What follows belongs to an exercise in optimizing a design on an open flow for small area, a short achievable clock period and few clock cycles; a production flow would make more cautious choices. Function was not checked in any run shown here: the RTL went through the layout flow alone. Power figures rest on the tool's default switching activity, not on a simulated workload.

File: run.sh
#!/bin/bash
# synth_recipe.tcl (not shown) runs the flow's synth.tcl, then flattens the netlist and writes it again
# the make line also repeats each setting of config.mk as NAME=value (left out here)
make -C /OpenROAD-flow-scripts/flow DESIGN_CONFIG=/design/flow/config.mk WORK_HOME=/design/flow/orfs CLKGATE_MAP_FILE= SYNTH_SCRIPT=/design/flow/synth_recipe.tcl finish
File: config.mk
export PLATFORM = sky130hd
export DESIGN_NAME = engine
export DESIGN_NICKNAME = engine
export VERILOG_FILES = /design/flow/design.v
export SDC_FILE = /design/flow/constraint.sdc
export NUM_CORES = 4
export LEC_CHECK = 0
export CAP_MARGIN = 20
export CORE_MARGIN = 2
export CORE_UTILIZATION = 40
export SLEW_MARGIN = 20
File: constraint.sdc
create_clock -name core_clock -period 11.0 [get_ports {clk}]
set_input_delay 2.2000 -clock core_clock [delete_from_list [all_inputs] [get_ports {clk}]]
set_output_delay 2.2000 -clock core_clock [all_outputs]
set_load 0.01 [all_outputs]
File: design.v
`timescale 1 ns / 1 ps
module engine (
   input                      clk,
   input                      rst,
   output                     done,
   input    [63:0]            num_rows_in,
   input    [63:0]            rows_size_in,
   input    [63:0]            row_start_in,
   input    [63:0]            row_skip_in,
   input    [63:0]            hash_table_mask,
   input                      row_rq_stall_in,
   output                     row_rq_vld_out,
   output   [47:0]            row_rq_vadr_out,
   output                     row_rs_stall_out,
   input                      row_rs_vld_in,
   input    [63:0]            row_rs_data_in,
   input                      ll_afull_in,
   output                     ll_write_en_out,
   output   [47:0]            ll_address_out,
   output   [63:0]            ll_payload_out,
   input                      ht_rq_afull_in,
   output                     ht_rq_read_en_out,
   output   [47:0]            ht_rq_address_out,
   output   [63:0]            ht_rq_data_out,
   output                     ht_rs_afull_out,
   input                      ht_rs_write_en_in,
   input    [63:0]            ht_rs_data_in,
   input                      ll_update_afull_in,
   output                     ll_update_write_en_out,
   output   [47:0]            ll_update_addr_out,
   output   [63:0]            ll_update_data_out,
   input                      ll_rs_write_en_in
);
   wire  [47:0]               size_s = rows_size_in[47:0];
   wire  [47:0]               ss_s   = row_start_in[47:0] | row_skip_in[47:0];
   reg   [5:0]                msb_s;
   integer                    j;
   always @* begin
      msb_s = 6'd0;
      for (j = 0; j < 48; j = j + 1)
         if (ss_s[j]) msb_s = j[5:0];
   end
   reg   [63:0]               idx_a;       
   reg                        more_a;      
   reg   [47:0]               badr_a;      
   reg   [47:0]               step_a;      
   reg   [5:0]                bit_a;       
   reg                        init_a;      
   wire                       start_bit_s = row_start_in[bit_a];
   wire                       skip_bit_s  = row_skip_in[bit_a];
   wire                       rq_s        = init_a && more_a && !row_rq_stall_in;
   wire  [63:0]               idx_a_nx    = idx_a + row_skip_in;
   wire  [47:0]               badr_op_a   = init_a ? badr_a : {badr_a[46:0], 1'b0};
   wire  [47:0]               badr_op_b   = init_a ? step_a : (start_bit_s ? size_s : 48'd0);
   wire  [47:0]               badr_sum    = badr_op_a + badr_op_b;
   always @(posedge clk) begin
      if (rst) begin
         idx_a  <= row_start_in;
         more_a <= row_start_in < num_rows_in;
         badr_a <= row_start_in[msb_s] ? size_s : 48'd0;
         step_a <= row_skip_in[msb_s]  ? size_s : 48'd0;
         bit_a  <= msb_s - 6'd1;
         init_a <= (msb_s == 6'd0);
      end else begin
         if (!init_a) begin
            badr_a <= badr_sum;
            step_a <= {step_a[46:0], 1'b0} + (skip_bit_s ? size_s : 48'd0);
            bit_a  <= bit_a - 6'd1;
            init_a <= (bit_a == 6'd0);
         end else if (rq_s) begin
            badr_a <= badr_sum;
         end
         if (rq_s) begin
            idx_a  <= idx_a_nx;
            more_a <= idx_a_nx < num_rows_in;
         end
      end
   end
   assign row_rq_vld_out  = rq_s;
   assign row_rq_vadr_out = {3'd0, badr_a[47:3]};
   wire  [31:0]               key_s  = row_rs_data_in[63:32];
   wire  [31:0]               prod_s = 32'h24820C8D * key_s;
   wire  [30:0]               hash_s = prod_s[30:0];
   reg                        lv0, lv1;
   reg   [63:0]               ld0, ld1;
   wire                       ll_fire = lv0 && !ll_afull_in;
   reg                        hv0, hv1;
   reg   [30:0]               hd0, hd1;
   wire                       ht_fire = hv0 && !ht_rq_afull_in;
   wire                       push_s  = row_rs_vld_in;
   always @(posedge clk) begin
      if (ll_fire) begin
         ld0 <= lv1 ? ld1 : row_rs_data_in;
         if (lv1) ld1 <= row_rs_data_in;
      end else if (push_s) begin
         if (!lv0) ld0 <= row_rs_data_in;
         else      ld1 <= row_rs_data_in;
      end
      if (ht_fire) begin
         hd0 <= hv1 ? hd1 : hash_s;
         if (hv1) hd1 <= hash_s;
      end else if (push_s) begin
         if (!hv0) hd0 <= hash_s;
         else      hd1 <= hash_s;
      end
   end
   reg                        lv0_nx, lv1_nx, hv0_nx, hv1_nx;
   always @* begin
      if (ll_fire) begin
         lv0_nx = lv1 || push_s;
         lv1_nx = lv1 && push_s;
      end else begin
         lv0_nx = lv0 || push_s;
         lv1_nx = lv1 || (lv0 && push_s);
      end
      if (ht_fire) begin
         hv0_nx = hv1 || push_s;
         hv1_nx = hv1 && push_s;
      end else begin
         hv0_nx = hv0 || push_s;
         hv1_nx = hv1 || (hv0 && push_s);
      end
   end
   reg                        row_stall_r;
   always @(posedge clk) begin
      if (rst) begin
         lv0 <= 1'b0; lv1 <= 1'b0; hv0 <= 1'b0; hv1 <= 1'b0;
         row_stall_r <= 1'b0;
      end else begin
         lv0 <= lv0_nx; lv1 <= lv1_nx; hv0 <= hv0_nx; hv1 <= hv1_nx;
         row_stall_r <= lv1_nx || hv1_nx;
      end
   end
   assign row_rs_stall_out = row_stall_r;
   reg   [46:0]               idx_l;       
   reg   [63:0]               idx_h;       
   always @(posedge clk) begin
      if (rst) begin
         idx_l <= row_start_in[46:0];
         idx_h <= row_start_in;
      end else begin
         if (ll_fire) idx_l <= idx_l + row_skip_in[46:0];
         if (ht_fire) idx_h <= idx_h + row_skip_in;
      end
   end
   assign ll_write_en_out    = ll_fire;
   assign ll_address_out     = {idx_l, 1'b0};
   assign ll_payload_out     = ld0;
   assign ht_rq_read_en_out  = ht_fire;
   assign ht_rq_address_out  = {17'd0, hd0 & hash_table_mask[30:0]};
   assign ht_rq_data_out     = idx_h;
   reg                        uv0;
   reg   [63:0]               ud0;
   wire                       u_vld   = uv0 || ht_rs_write_en_in;
   wire                       u_fire  = u_vld && !ll_update_afull_in;
   reg   [46:0]               idx_u;
   reg                        ht_afull_r;
   wire                       uv0_nx  = u_vld && !u_fire;
   always @(posedge clk) begin
      if (!uv0) ud0 <= ht_rs_data_in;
      if (rst) begin
         uv0        <= 1'b0;
         ht_afull_r <= 1'b0;
         idx_u      <= row_start_in[46:0];
      end else begin
         uv0        <= uv0_nx;
         ht_afull_r <= uv0_nx;
         if (u_fire) idx_u <= idx_u + row_skip_in[46:0];
      end
   end
   assign ht_rs_afull_out        = ht_afull_r;
   assign ll_update_write_en_out = u_fire;
   assign ll_update_addr_out     = {idx_u, 1'b1};
   assign ll_update_data_out     = uv0 ? ud0 : ht_rs_data_in;
   reg   [15:0]               inflight;
   always @(posedge clk) begin
      if (rst)
         inflight <= 16'd0;
      else if (rq_s && !ll_rs_write_en_in)
         inflight <= inflight + 16'd1;
      else if (!rq_s && ll_rs_write_en_in)
         inflight <= inflight - 16'd1;
   end
   assign done = !more_a && (inflight == 16'd0 ||
                             (inflight == 16'd1 && ll_rs_write_en_in));
endmodule
==> metrics list, run 1 <==
- Initial standard-cell utilization of the core: 40.2%
- Between clock sinks in the finished design, the worst skew comes to approximately 0.036 ns.
- A synthesized cell averages slightly below 10 um2.
- The clock passes through at most 3 buffers.
* Area of the die: 131,000 um2
- Unique masters post-synth: 88
- The number of global-route vias before repair came to 42,500.
- For this design, the sink count on the clock tree is between 600 and 700.
* Clk Tree Root Cell: clkbuf_16
* Fraction of the mapped netlist area in compound gates: 17.7%
- Summed over all layers, the global routing overflow is 0.
- Cells fill 49.7% of the core in the end.
- STA puts the critical path data arrival time at 9.16 ns.
- Setup repair after global routing left no endpoint under its margin.
- The final critical path takes up 79.5% of the cycle.
- Post-detailed-route DRC marker count: 0
- Total number of vias: 43,000
* Final instance count without filler cells: 7,658
* Row count: around 130
* Cell count after synthesis: 5,167
* Final setup fails: 0
- After synthesis the cells add up to between 50,000 and 60,000 um2.
* Area grow syn2layout: 23.6%
- The flow ran to the end and the layout has no timing, DRC or antenna violations.
- Summed over all nets, the half-perimeter wirelength after detailed placement is 138,000 um.
- Predominant post-synthesis flop cell: edfxtp_1
- The synthesized netlist devotes 11.7% of its cell area to simple gates.
- For the pin with the worst max-slew slack, the measured transition is 1.11 ns.
- Clock tree from TritonCTS: done
* Number of antenna violations at the first check in global routing: 65
- Dividing total power by cell area gives a power density of 212 nW/um2.
* Adder-cell share of the synthesized area: 19.1%
- The first global-routing pass estimated 265,000 um of wire.
- The count of nets left with antenna violations once routing finished came out at 0.
* Number of buffers added by the clock tree synthesis step: 78
- The setup path with the least slack is of type input pin to register.
- First-pass iteration count of the detailed router: 6
* Crit path required time: about 11 ns
- After Yosys synthesis, XOR and XNOR cells account for 5.79% of the synthesized area.
* CP Capture Type: register
* Largest net degree at the start of global routing: slightly above 80
- For this run, the top clock speed supported by timing is 114 MHz.
- Post-route worst setup slack: 2.26 ns
- Minimum period implied by the final worst setup slack: between 8 and 9 ns
- Headroom to the max-slew limit came out at a little over a quarter.
* Register bit count reported by yosys: 602
- Sequential share of the synthesized area: 33.6%
- EDFF count, synth: 515
* Setup WS pre-CTS: about 1.7 ns
- around 850 I/O pins were placed.
- Total power consumption of the routed design: 13.4 mW
- Cell Area, Placed: 60,600 um2
* Iteration-0 DRC Markers: 3,089
- On the final layout, the worst hold slack is 0.471 ns.
* Horiz. Die Dim: 362 um
- Max rail drop VDD: 0.205 mV
- Largest family of logic cells by synthesized area: adder cells
- For this run, the number of Yosys warnings is 1.
* Routed WL per cell: between 20 and 25 um
- The final layout contains routed wiring with a total length of 178,000 um.
- In this run the worst hold path is classified as register to register.
- Gates resized, CTS repair: 0
- GRT Util Overall: 26.5%
- H-tree depth: 3
- In the routed layout, each cell is associated on average with a via count of 5.61.
* Port-buffer cells: 776
* Proportion of register bits with asynchronous set or reset after synthesis: 0%
- After clock tree synthesis, the clock-pin slew on the worst setup and hold paths is approximately 0.060 ns.
* Max Cap Violations: 0
- Kind of launch point of the worst setup path: input pin
- Gpl congestion: 0.931
* Total leakage power: approximately 27 nW
- The die is 362 um tall.
* Largest fanout on the critical path: 23
* Most frequent cells in the layout: clkdlybuf4s50_1, ha_1, edfxtp_1, nand2_1, inv_1
- Number of cells in the design after placement: roughly 7,500
- Clk Latency, worst-skew pair: 0.69 ns
- Post-route cell area: between 60,000 and 70,000 um2
- The floorplan step defined a core boundary enclosing approximately 130,000 um2.
- In the final layout, the share of cells above drive strength 1 is 8.81%.
- Adding up every negative setup slack in the final design gives 0 ns.
- The final-report hold violation count was 0.
* Most common library cell in the layout ignoring fill and taps: clkdlybuf4s50_1
* Pins over their slew limit: 0
- Measured against the total synthesized area, the mux share comes to 7.11%.
- The net count of the finished layout is 7,084.
* Buffers inserted during post-CTS setup optimization: 0
* Hold_buf cts: 0
## sequential cells by signal, summed over array words and instances, names as in the netlist, 48 cells and up
signal / flops
ud0: 64
idx_h: 64
step_a: 48
ld0: 64
idx_a: 64
badr_a: 48
ld1: 64
## kinds of logic after synthesis
family                     count (synthesis)
AOI/OAI and AO/OA                       1406
xor gates and xnor gates                 338
adders and majority gates                714
buffers and inverters                    592
DFF                                      602
muxes                                    283
other                                      2
and+or+nand+nor                         1230
## Yosys cell counts (93+ instances only)
cell type    n  area (um2)
clkbuf_1    93         349
mux2_2     217        2440
fa_1       110        2200
nand2_1    423        1590
nor2_1     232         871
xnor2_1    190        1660
o21ai_0    373        1870
ha_1       604        7560
inv_1      392        1470
and2_1      95         594
edfxtp_1   515       15500
a21oi_1    320        1600
a21o_1     200        1500
xor2_1     148        1300
## path summary, 6_finish.rpt
path                                          from              endpoint  slack, ns  depth (start not counted)
worst min-delay path               ud0[46]$_DFF_P_       ud0[46]$_DFF_P_       0.47                          1
worst min register to register     ud0[46]$_DFF_P_       ud0[46]$_DFF_P_       0.47                          1
worst max register to register  bit_a[0]$_DFFE_PP_  badr_a[47]$_DFFE_PP_       3.58                         20
worst max-delay path              row_start_in[47]  badr_a[47]$_DFFE_PP_       2.26                         20
## critical path: stages
cell	delay, ns
clkdlybuf4s50_1	0.71
mux4_2	0.59
mux4_2	0.54
mux4_2	0.76
nand2_1	0.15
o21ai_0	0.14
ha_1	0.36
a211oi_1	0.10
o2111ai_1	0.38
nand4bb_1	0.19
a31oi_1	0.34
a21oi_1	0.22
o21ai_1	0.26
a211oi_1	0.16
o31ai_1	0.79
o31ai_1	0.21
a311o_1	0.43
a31oi_1	0.23
mux2i_1	0.10
a221o_1	0.26
## area by class of cell
class                   instances  area (um2)
multi-input cells            3993       31600
fillers                     11800       64000
clock inverters                43         439
diodes                         23        57.6
well taps                    1662        2080
flip-flops and latches        602       17200
repair buffers                846        8310
inverters                     392        1480
clock buffers                  97        2060
## metal layers
layer  share of wire (%)  vias to the layer above  track usage, %
met4                 3.1                       74            8.19
met2                  45                     1372            42.4
met5                0.26                        -               0
li1                    -                    20500               -
met1                  43                    20700            34.7
met3                 8.5                      309            7.37
## report_power, final
part	internal (mW)	leakage [nW]	switching (mW)	total, mW
registers	3.32	5.89	0.286	3.61
clock network	1.48	1.22	1.11	2.59
logic	3.46	19.9	3.76	7.22
==> inputs of run 2 (changes only) <==
--- a/design.v
+++ b/design.v
@@ -82,52 +82,36 @@
    wire  [31:0]               prod_s = 32'h24820C8D * key_s;
    wire  [30:0]               hash_s = prod_s[30:0];
-   reg                        lv0, lv1;
-   reg   [63:0]               ld0, ld1;
-   wire                       ll_fire = lv0 && !ll_afull_in;
-   reg                        hv0, hv1;
-   reg   [30:0]               hd0, hd1;
+   wire                       push_s = row_rs_vld_in;
+   reg                        lv0;
+   reg   [63:0]               ld0;
+   wire                       ll_fire = (lv0 || push_s) && !ll_afull_in;
+   wire                       lv0_nx  = (lv0 || push_s) && !ll_fire;
+   always @(posedge clk)
+      if (!lv0) ld0 <= row_rs_data_in;
+   reg                        hv0, hv1, hv2;
+   reg   [30:0]               hd0, hd1, hd2;
    wire                       ht_fire = hv0 && !ht_rq_afull_in;
-   wire                       push_s  = row_rs_vld_in;
    always @(posedge clk) begin
-      if (ll_fire) begin
-         ld0 <= lv1 ? ld1 : row_rs_data_in;
-         if (lv1) ld1 <= row_rs_data_in;
-      end else if (push_s) begin
-         if (!lv0) ld0 <= row_rs_data_in;
-         else      ld1 <= row_rs_data_in;
-      end
       if (ht_fire) begin
          hd0 <= hv1 ? hd1 : hash_s;
-         if (hv1) hd1 <= hash_s;
+         hd1 <= hv2 ? hd2 : hash_s;
+         hd2 <= hash_s;
       end else if (push_s) begin
-         if (!hv0) hd0 <= hash_s;
-         else      hd1 <= hash_s;
+         if (!hv0)      hd0 <= hash_s;
+         else if (!hv1) hd1 <= hash_s;
+         else           hd2 <= hash_s;
       end
    end
-   reg                        lv0_nx, lv1_nx, hv0_nx, hv1_nx;
-   always @* begin
-      if (ll_fire) begin
-         lv0_nx = lv1 || push_s;
-         lv1_nx = lv1 && push_s;
-      end else begin
-         lv0_nx = lv0 || push_s;
-         lv1_nx = lv1 || (lv0 && push_s);
-      end
-      if (ht_fire) begin
-         hv0_nx = hv1 || push_s;
-         hv1_nx = hv1 && push_s;
-      end else begin
-         hv0_nx = hv0 || push_s;
-         hv1_nx = hv1 || (hv0 && push_s);
-      end
-   end
+   wire                       hv0_nx = ht_fire ? (hv1 || push_s) : (hv0 || push_s);
+   wire                       hv1_nx = ht_fire ? (hv2 || (hv1 && push_s)) : (hv1 || (hv0 && push_s));
+   wire                       hv2_nx = ht_fire ? (hv2 && push_s) : (hv2 || (hv1 && push_s));
    reg                        row_stall_r;
    always @(posedge clk) begin
       if (rst) begin
-         lv0 <= 1'b0; lv1 <= 1'b0; hv0 <= 1'b0; hv1 <= 1'b0;
+         lv0 <= 1'b0; hv0 <= 1'b0; hv1 <= 1'b0; hv2 <= 1'b0;
          row_stall_r <= 1'b0;
       end else begin
-         lv0 <= lv0_nx; lv1 <= lv1_nx; hv0 <= hv0_nx; hv1 <= hv1_nx;
-         row_stall_r <= lv1_nx || hv1_nx;
+         lv0 <= lv0_nx; hv0 <= hv0_nx; hv1 <= hv1_nx; hv2 <= hv2_nx;
+         row_stall_r <= lv0_nx || hv2_nx;
       end
    end
@@ -146,5 +130,5 @@
    assign ll_write_en_out    = ll_fire;
    assign ll_address_out     = {idx_l, 1'b0};
-   assign ll_payload_out     = ld0;
+   assign ll_payload_out     = lv0 ? ld0 : row_rs_data_in;
    assign ht_rq_read_en_out  = ht_fire;
    assign ht_rq_address_out  = {17'd0, hd0 & hash_table_mask[30:0]};
--- a/config.mk
+++ b/config.mk
@@ -6,6 +6,8 @@
 export NUM_CORES = 4
 export LEC_CHECK = 0
+export ABC_CLOCK_PERIOD_IN_PS = 5000
 export CAP_MARGIN = 20
 export CORE_MARGIN = 2
 export CORE_UTILIZATION = 40
+export SETUP_SLACK_MARGIN = 5
 export SLEW_MARGIN = 20
==> run 2 against run 1 <==
Effect of this change:
- still clean
- setup slack better by 1.5 ns
- sequential share of layout area down 3.9 points
- hold slack better by 0.00066 ns
- combinational power up 47%
- design area up 5.6%
- sequential power up 2%
- total power up 25%
- clock skew up 0.0072 ns
- global-route usage up 2.7 points
==> metrics list, run 2 <==
- The internal power summed over all cells is 9.82 mW (+19%).
* Hold worst-path end: ud0[15]$_DFF_P_
* Power per cell area: 252 nW/um2 (+19%)
* First-pass iteration count of the detailed router: 7 (+1)
* Adder-cell share of the synthesized area: 19.2% (+0.17 points)
- CP Capture Type: register
- Max rail drop VDD: 0.315 mV (+54%)
- The total placed cells including tap cells was 7,664 (+2.3%).
- Clock slew at the register clock pins of the worst setup and hold paths: 0.05 ns (about the same)
- Worst slew margin: 33.9% (+7.7 points)
- Critical Setup Path Class: input pin to register
* EDFF count, synth: 418 (-19%)
- The fraction of synthesized area in multiplexers came to 6.92% (-0.18 points).
- By area the synthesized netlist is led by edfxtp_1, ha_1, dfxtp_1, fa_1, o21ai_0.
- The maximum fanout encountered on the critical timing path was 7 (-70%).
- The synthesized area was 50,700 um2 (-0.86%).
- Total core area: 126,000 um2 (-1.1%)
* Cell family contributing the most delay on the critical path: adder cells
* Number of placed I/O pins: 848 (unchanged)
- In the layout the commonest cells are clkdlybuf4s50_1, ha_1, nand2_1, edfxtp_1, o21ai_0.
- Arrival @ worst endpoint: 7.61 ns (-1.55 ns)
* Power share of the combinational group: 62.9% (+9.1 points)
* H-tree depth: 3 (unchanged)
- Final setup fails: 0 (unchanged)
* Largest net degree at the start of global routing: 83 (+1.2%)
- TritonCTS built the clock tree.
- Counting instances in the post-synthesis netlist gives the leading cell types as ha_1, nand2_1, edfxtp_1, o21ai_0, inv_1.
- Clk Tree Root Cell: clkbuf_16
- After synthesis, the largest family of logic cells by area is adder cells.
- Predominant post-synthesis flop cell: edfxtp_1
- The max-capacitance violation count was 0 (unchanged).
- The post-layout minimum cycle time came to 7.20 ns (-1.55 ns).
* Row count: 130 (-0.76%)
- Post-detailed-route count of antenna-violating nets: 0 (unchanged)
* Iteration-0 DRC Markers: 3,947 (+28%)
* Cell with the largest stage delay on the worst path: fa_1
* HPWL reported at the end of detailed placement: 149,000 um (+7.7%)
- The net switching fraction of the power was 41.7% (+3.2 points).
* Gpl congestion: 0.941 (+1.0%)
* Setup clock skew after layout: 0.0433 ns (+0.00719 ns)
- The count of non-filler cells in the finished layout came to 8,060 (+5.2%).
- GRT Util Overall: 29.1% (+2.7 points)
- Area of the die: 130,000 um2 (-0.86%)
- Synth top area share: 24.8% (-5.5 points)
- The wire length of the first global-routing pass is 286,000 um (+8.1%).
- Cells along the critical path: buf_6 > ha_4 > inv_2 > fa_2 > inv_2 > ha_4 > fa_1 > ha_4 > fa_1 > fa_1 > fa_1 > ha_4 > or3_4 > buf_6 > buf_6 > nand2b_4 > o211ai_1 > a41oi_2 > a21o_1 > a21oi_2 > xor2_2 > o21ai_1
- The fraction of registers with async set or reset after synthesis came to 0% (unchanged).
- Setup repair after global routing could not meet its margin everywhere.
- The clock network power share is 15.3% (-4.0 points).
- The total of buffers placed on input and output ports is 776 (unchanged).
- The number of vias per cell came to 5.67 (+1.1%).
- The worst register-to-register path begins at bit_a[0]$_DFFE_PP_.
- The height of the die is 360 um (-0.43%).
- The startpoint identified for the worst hold timing path is ud0[15]$_DFF_P_.
- The final max-slew violation count came to 0 (unchanged).
* Setup TNS after final layout: 0 ns (unchanged)
- Share of final-layout standard cells stronger than drive strength 1: 19.2% (+10 points)
- The number of cell instances on the worst register-to-register path came to 21 (+5.0%).
* Total leakage power: 28.4 nW (+5.1%)
- The xor/xnor cell area share of the yosys netlist was 5.67% (-0.12 points).
- The number of buffers between clock root and the deepest sink is 3 (unchanged).
* Routed WL per cell: 24.4 um (+5.3%)
- The post-layout net count is 7,461 (+5.3%).
- Leading cell type by number of instances after synthesis: ha_1
* Clk Latency, worst-skew pair: 0.70 ns (about the same)
- The endpoint required time on the critical path is 11.41 ns (about the same).
- Worst min path class: register to register
- Least-Margin Pin Slew: 0.992 ns (-0.116 ns)
* Grt ovf: 0 (unchanged)
- Initial standard-cell utilization of the core: 40.3% (+0.12 points)
* Cell count after synthesis: 5,397 (+4.5%)
- Total count of hold-check failures in the final report: 0 (unchanged)
- The part of the Yosys area used for sequential elements is 30.7% (-2.9 points).
* Fraction of the mapped netlist area in compound gates: 19.0% (+1.3 points)
- The number of stages on the worst hold path is 1 (unchanged).
- Kind of launch point of the worst setup path: input pin
* Final wirelength: 197,000 um (+11%)
- Worst flop-to-flop path endpoint: badr_a[35]$_DFFE_PP_
- Flop pwr share: 21.8% (-5.1 points)
* Buffers plus inverters on the worst setup path: 5 (+4)
- Slack of the worst reg-to-reg path: 4.47 ns (+0.89 ns)
- The total clock sinks is 569 (-5.5%).
- Simple logic cell fraction of the synthesized area: 13.4% (+1.7 points)
* Result of the run: no timing/DRC/antenna violations
* Post-detailed-route DRC marker count: 0 (unchanged)
* Yosys warnings: 1 (unchanged)
* Area grow syn2layout: 31.6%
* Largest area contributor in the netlist: edfxtp_1
- Number of buffers added by the clock tree synthesis step: 76 (-2.6%)
* CP max stage delay: 0.58 ns (-0.21 ns)
- Leaving out fill and tap cells, the most frequent cell in the layout is clkdlybuf4s50_1.
- The share of the cycle needed by the critical path after routing came to 65.4% (-14 points).
- The count of different cell masters after synthesis came to 112 (+27%).
- The maximum clock frequency is 139 MHz (+21%).
* Register bit count reported by yosys: 569 (-5.5%)
- The average cell area after synthesis was 9.39 um2 (-5.1%).
- Horiz. Die Dim: 360 um (-0.43%)
- Number of antenna violations at the first check in global routing: 84 (+29%)
- The net switching component of the power is 7.01 mW (+36%).
- Number of global-route vias before repair: 44,400 (+4.5%)
- Total number of vias: 45,700 (+6.4%)
run 2: cell count changes after synthesis, moves of 31 or more:
| cell | before | now |
|---|---|---|
| a21oi_1 | 320 | 351 |
| dfxtp_1 | 87 | 151 |
| mux2_2 | 217 | 177 |
| o21ai_0 | 373 | 410 |
| nor2_1 | 232 | 325 |
| edfxtp_1 | 515 | 418 |
| nand2_1 | 423 | 462 |
run 2: cell type report:
| type | instances | area, um2 |
|---|---|---|
| antenna | 61 | 153 |
| clock buffer | 101 | 2170 |
| clock inverter | 36 | 317 |
| fill | 11500 | 59000 |
| inverter | 368 | 1390 |
| multi-input combinational | 4248 | 35400 |
| sequential | 569 | 15600 |
| tap | 1650 | 2060 |
| timing repair buffer | 1027 | 9630 |
run 2: worst max path at each step:
stage                       startpoint                 to  slack, ns  cells past startpoint
detailed placement  row_rs_data_in[34]  hd0[30]$_DFFE_PP_       2.14                     24
floorplan           row_rs_data_in[40]  hd0[30]$_DFFE_PP_       3.69                     20
global route        row_rs_data_in[39]  hd0[29]$_DFFE_PP_       3.71                     24
global placement    row_rs_data_in[34]  hd0[30]$_DFFE_PP_       2.19                     24
finish              row_rs_data_in[40]  hd0[29]$_DFFE_PP_       3.80                     22
CTS                 row_rs_data_in[39]  hd0[30]$_DFFE_PP_       3.83                     23
run 2: cell families (layout without fill, tap and decap cells):
group | count (synthesis) | in the layout
adder cells (fa/ha/maj) | 714 | 714
AO/OA/AOI/OAI | 1501 | 1501
other | 2 | 83
buffers and inverters | 600 | 1532
flip-flops | 569 | 569
AND/OR/NAND/NOR | 1410 | 1410
XOR/XNOR | 328 | 328
multiplexers | 273 | 273
run 2: power groups by stage:
stage	sequential [mW]	clock [mW]	combinational, mW
2_1_floorplan	3.60	0	6.10
3_3_place_gp	3.70	0	8.33
3_5_place_dp	3.71	0	8.45
4_1_cts	3.68	2.61	9.81
5_1_grt	3.73	2.68	11.5
6_report	3.67	2.57	10.6
run 2: layer usage:
metal,vias up,global-route usage [%],wire length [um]
li1,21600,-,-
met5,-,0,59
met2,1642,48.2,94000
met1,22100,37.1,81900
met4,10,13.3,8470
met3,358,5.00,12600
run 2: timing repair:
action                     in CTS  in global routing
pin swaps                     187                158
resized for setup             992                187
setup endpoints to repair     235                153
hold buffers                    0                  0
cloned                          6                  1
buffers inserted              136                 55
run 2: through the flow:
stage / hold WS (ns) / power (mW) / worst slack, ns / util, % / cell area, um2
2_1_floorplan: 0.458 / 9.69 / 3.69 / - / 51600
3_3_place_gp: 0.454 / 12.0 / 2.19 / 48.2 / 60600
5_1_grt: 0.482 / 17.9 / 3.71 / 53.1 / 66700
4_1_cts: 0.471 / 16.1 / 3.83 / 52.0 / 65300
6_report: 0.471 / 16.8 / 3.80 / 53.1 / 66700
3_5_place_dp: 0.457 / 12.2 / 2.14 / 48.2 / 60600

## afterwards: timing with drivers on the ports
The results above use ideal ports. As a check the final layouts listed here were re-extracted and re-timed, cells and wires unchanged.
Step 1 sets driving cells, clkbuf_16 on the clock port and buf_2 on the other inputs (assumed; they add their load-dependent delay and slew).
Step 2 times the ports against the registers' clock, not the clock port: input delays grow and output delays shrink by t, the midpoint of the rising clock arrivals with the driver on.
Three values: ideal, step 1, step 2; two values: the first two.
| run | shift t [ns] | setup slack, ns | worst hold slack (ns) | worst setup path at the end | worst register clock-pin slew, ns |
|---|---|---|---|---|---|
| run 1 | 0.750 | 2.256 / 2.261 / 1.511 | 0.471 / 0.471 / 0.471 | input to register | 0.07 / 0.07 |
| run 2 | 0.763 | 3.802 / 3.828 / 3.065 | 0.471 / 0.471 / 0.471 | input to register | 0.07 / 0.07 |
After both steps every run listed still meets setup and hold. The setup slack of run 1, which loses most, moves by +0.005 ns with the drivers and by -0.745 ns with both steps.
